This is an optimization exercise on Yosys and OpenROAD, whose aim is small area and a short achievable clock period, not a production implementation. The RTL was checked by simulation tests, not by an equivalence proof against the original design.

==> flow/design.v (outline; a module is shown in full before it is edited, if it fits) <==
// module GCC: 4705 lines
// module fa: 7 lines
module GCC(READY_, Xc, Yc, Xi, Yi, Wi, RESET_, CLK);
  // ...
==> flow/flow/run.sh <==
#!/bin/bash
cd "$(dirname "$0")/.."
cp standard.sh standard_sh.copy.log
cp config.mk config_mk.copy.log
export SETUP_SLACK_MARGIN=33
bash standard.sh > standard.log 2>&1
rc=$?
exit $rc
==> flow/standard.sh <==
#!/bin/bash
# synth_recipe.tcl (not shown) runs the flow's synth.tcl, then flattens the netlist and writes it again
# the make line also repeats each setting of config.mk as NAME=value (left out here)
make -C /OpenROAD-flow-scripts/flow DESIGN_CONFIG=/design/flow/config.mk WORK_HOME=/design/flow/orfs CLKGATE_MAP_FILE= SYNTH_SCRIPT=/design/flow/synth_recipe.tcl "${@:-finish}"
==> flow/config.mk <==
export PLATFORM = sky130hd
export DESIGN_NAME = GCC
export DESIGN_NICKNAME = GCC
export VERILOG_FILES = /design/flow/design.v
export SDC_FILE = /design/flow/constraint.sdc
export NUM_CORES = 4
export LEC_CHECK = 0
export ABC_AREA = 1
export CAP_MARGIN = 60
export CORE_MARGIN = 2
export CORE_UTILIZATION = 40
export PLACE_DENSITY = 0.6
export SLEW_MARGIN = 50
export SYNTH_HIERARCHICAL = 1
==> flow/constraint.sdc <==
create_clock -name core_clock -period 52.0 [get_ports {CLK}]
set_input_delay 10.4000 -clock core_clock [delete_from_list [all_inputs] [get_ports {CLK}]]
set_output_delay 10.4000 -clock core_clock [all_outputs]
set_load 0.01 [all_outputs]
==> flow_metrics.env, run 1 <==
export IMPL_outcome="timing/DRC/antenna clean"
export IMPL_multi_input_area_share_pct=72.4
export IMPL_diodes=1
export IMPL_cts_setup_buffers=10
export IMPL_grt_pass1_vias=32000
export IMPL_post_drt_wl_per_cell_um=20.9
export IMPL_fin_nets=5659
export IMPL_nWellTaps=1265
export IMPL_first_pass_iters=6
export IMPL_place_area_um2=40500
export IMPL_cp_top_family="adder cells"
export IMPL_clock_path_buffers=2
export IMPL_slew_headroom_pct=59.7
export IMPL_yosys_area_share_simple_pct=19.2
export IMPL_grt_pass1_wl_um=188000
export IMPL_nonClkBufAreaFrac_pct=5.30
export IMPL_clockBufferCount=19
export IMPL_route_met3_wl_um=10400
export IMPL_synth_top_area_cell="fa_1"
export IMPL_avgSynthCellArea_um2=8.45
export IMPL_multi_input_gates=3505
export IMPL_die_x_um=313
export IMPL_hpwl_um=99700
export IMPL_die_h_um=313
export IMPL_rows=113
export IMPL_finalInstanceArea_um2=43100
export IMPL_critPathBufInv=18
export IMPL_crit_cells=96
export IMPL_final_cell_mix="nand2_1, inv_1, fa_1, nor2_1, ha_1"
export IMPL_synth_flop_cell="dfrtp_1"
export IMPL_pre_cts_slack_ns=32.04
export IMPL_hold_path_class="flip-flop to flip-flop"
export IMPL_final_common_cell="nand2_1"
export IMPL_min_from="delay"
export IMPL_routed_wl_um=124000
export IMPL_synth_ff_latch_count=187
==> run 2, diff against run 1 <==
==> flow/flow/run.sh (replaced) <==
#!/bin/bash
cd "$(dirname "$0")/.."
cp standard.sh standard_sh.copy.log
cp config.mk config_mk.copy.log
export SETUP_SLACK_MARGIN=32
bash standard.sh > standard.log 2>&1
rc=$?
exit $rc
==> run 2 against run 1 <==
Still clean. Synthesized cell count unchanged. Register-to-register slack lost 0.73 ns. Clock-buffer cell count unchanged. Sequential share of layout area grew 0.32 points. Die area did not move. Critical endpoint is now NX[10]. Largest cell class unchanged.
==> flow_metrics.env, run 2 <==
export IMPL_outcome="timing/DRC/antenna clean"
export IMPL_layout_area_overhead_vs_synth_pct=9.69
export IMPL_die_area_um2=97800
export IMPL_ys_types=64
export IMPL_clock_skew_ns=0.0185
export IMPL_cp_top_family="adder cells"
export IMPL_synth_flop_cell="dfrtp_1"
export IMPL_final_layout_size_suffix_gt1_share_pct=10.0
export IMPL_place_area_um2=40500
export IMPL_yosys_area_share_simple_pct=19.2
export IMPL_whs_path_depth=0
export IMPL_post_drt_wl_per_cell_um=20.7
export IMPL_ctsHoldBuffers=0
export IMPL_crit_path_start_kind="flip-flop"
export IMPL_grt_usage_pct=25.0
export IMPL_synthesis_nets=5514
export IMPL_detail_route_antenna_nets=0
export IMPL_synth_top_area_cell="fa_1"
export IMPL_die_h_um=313
export IMPL_fin_nets=5579
export IMPL_critPathBufInv=19
export IMPL_clock_path_buffers=2
export IMPL_routed_wl_um=121000
export IMPL_grt_pass1_wl_um=188000
export IMPL_drc=0
export IMPL_floorplan_initialDensity_pct=40.3
export IMPL_final_cell_mix="nand2_1, inv_1, fa_1, nor2_1, ha_1"
export IMPL_hpwl_um=99700
export IMPL_cp_end_kind="flip-flop"
export IMPL_multiInputGateArea_um2=30800
export IMPL_final_cells=5857
export IMPL_grt_use_met1_pct=34.5
export IMPL_clock_root_buffer="clkbuf_16"
export IMPL_synth_xor_area_share_pct=3.68
export IMPL_cap_violations=0
export IMPL_avgSynthCellArea_um2=8.45
export IMPL_worst_slack_ns=33.06
export IMPL_critPathSlowestCell="fa_1"
export IMPL_r2r_slack_ns=33.06
export IMPL_cp_required_ns=52.34
export IMPL_yosysWarnings=7
export IMPL_grt_overflow=0
export IMPL_clock_sinks=187
export IMPL_worst_r2r_cell_count=96
export IMPL_h_tree_depth=4
export IMPL_finalInstanceArea_um2=41800
export IMPL_rsz0062_at_grt="true"
export IMPL_io_pin_count=39
export IMPL_post_route_period_util_pct=36.4
export IMPL_crit_cells=96
export IMPL_yosysMostFrequentCell="nand2_1"
export IMPL_synthMuxAreaShare_pct=1.60
export IMPL_coreArea_um2=94700
export IMPL_cp_max_fo=26
export IMPL_globalRoute_busiestLayer="met2"
export IMPL_clk_latency_ns=0.47
export IMPL_max_freq_mhz=52.8
export IMPL_fin_tns_setup_ns=0
export IMPL_hold_path_class="flip-flop to flip-flop"
export IMPL_netlist_area_um2=38100
export IMPL_synth_compound_area_share_pct=9.45
export IMPL_async_reset_ff_share_pct=100
export IMPL_grt_max_degree=51
export IMPL_synth_cells=4513
export IMPL_reg_top3="NX: 15 flops, NY: 15 flops, S3: 9 flops"
export IMPL_rows=113
export IMPL_use_met2_pct=40.6
export IMPL_die_x_um=313
export IMPL_fin_util_pct=44.2
export IMPL_slew_headroom_pct=59.3
export IMPL_seq_area_um2=4680
export IMPL_met3_usage_pct=4.39
export IMPL_pre_cts_slack_ns=32.04
export IMPL_nFillCells=9478
export IMPL_vias=31300
export IMPL_arrival_ns=19.28
export IMPL_synth_yosys_seq_area_share_pct=12.3
export IMPL_antenna_found_initial=5
export IMPL_viasPerCell=5.35
export IMPL_finalSetupViolations=0
export IMPL_final_min_clock_period_ns=18.94
export IMPL_hold_slack_ns=0.359
export IMPL_hold_viol=0
export IMPL_clk_pin_slew_ns=0.08
export IMPL_numCtsBuffers=17
export IMPL_port_buffer_count=38
export IMPL_worstMarginPinSlew_ns=0.610
export IMPL_drv_slew=0
export IMPL_drt_iter0_drc=2846
export IMPL_yosys_top_cells_count="nand2_1, inv_1, fa_1, nor2_1, ha_1"
export IMPL_first_pass_iters=6
export IMPL_synthAdderAreaFrac_pct=45.0
export IMPL_routabilityCongestion=0.955
export IMPL_grt_pass1_vias=31900
export IMPL_synthTopCellsByArea="fa_1, dfrtp_1, ha_1"
export IMPL_final_common_cell="nand2_1"
export IMPL_synth_ff_latch_count=187
export IMPL_synth_top_family_by_area="adder cells"
export IMPL_synthDominantCellAreaShare_pct=34.4
export IMPL_crit_type="flip-flop to flip-flop"
export IMPL_synth_edf_count=0
export IMPL_cts_tree="yes"
export IMPL_placed_cells=5784
export IMPL_max_stage_delay_ns=0.64
## run 2: cell counts after synthesis
Identical to the previous run, type by type.
## run 2: cell families after synthesis
kind of cell,after synthesis
other,1
buffers and inverters,828
flip-flops,187
AO/OA/AOI/OAI,586
adder cells (fa/ha/maj),979
AND/OR/NAND/NOR,1731
XOR/XNOR,150
multiplexers,51
## run 2: path summary, 6_finish.rpt
| path | startpoint | to |
|---|---|---|
| worst max-delay path | S[3] | NX[10] |
| worst min-delay path | delay | READY_ |
| worst max register to register | S[3] | NX[10] |
| worst min register to register | delay | READY_ |
| max in group asynchronous | RESET_ | y2[6] |
| min in group asynchronous | RESET_ | Yc[3] |
## run 2: Yosys stat by module, one instance, submodules excluded
module  cells  area [µm²]  flops+latches  times used
GCC      3984       27500            187           1
fa          1        20.0              0         529
## run 2: what timing repair did
action / CTS / global route
pin swaps: 0 / 5
gates cloned: 0 / 2
gates resized for setup: 2 / 78
setup buffers: 0 / 22
endpoints found under the setup margin: 1 / 24
## run 2: metal layers
metal	vias up	part of all wire, %
met4	0	2.9
met2	1095	46
li1	14400	-
met3	173	7.1
met5	-	0
met1	15700	44
## run 2: final cells by class
class,count,area share [%]
Sequential cell,187,11.2
Timing Repair Buffer,160,3.56
Antenna cell,1,0.00598
Tap cell,1265,3.78
Inverter,713,6.47
Multi-Input combinational cell,3499,73.5
Clock buffer,19,1.03
Clock inverter,13,0.434
## run 2: worst register-to-register path: cells and delay by family, from the launching register on
kind	cells	cell delay (ns)
buffers and inverters	19	3.00
XOR/XNOR	1	0.39
flip-flops	1	0.39
adder cells (fa/ha/maj)	21	8.17
AND/OR/NAND/NOR	38	3.93
AO/OA/AOI/OAI	17	2.93

## static timing again, ports no longer ideal
No port has a modelled driver above. Below, the same layouts with a new extraction and two added sets of constraints.
Step 1: set_driving_cell puts a clkbuf_16 on CLK and a buf_2 on each other input, an assumption about the parent block.
Step 2 moves the port delays by t, midway between the first and last clock arrival at a register: inputs arrive t later, outputs are due t later. That takes back most of the time a late clock gives input paths.
a / b / c = ideal ports / drivers / drivers and shift; a / b = the first two.
| run | t, ns | setup WS [ns] | worst hold slack (ns) | worst setup path at the end | latest minus earliest clock arrival (ns) |
|---|---|---|---|---|---|
| run 1 | 0.522 | 33.792 / 33.792 / 33.683 | 0.360 / 0.360 / 0.360 | input to register | 0.018 / 0.019 |
| run 2 | 0.521 | 33.058 / 33.058 / 33.058 | 0.359 / 0.359 / 0.359 | register to register | 0.020 / 0.020 |
After both steps every run listed still meets setup and hold. For run 1, which loses most, drivers alone change the setup slack by 0.000 ns; drivers and shift together by -0.109 ns.
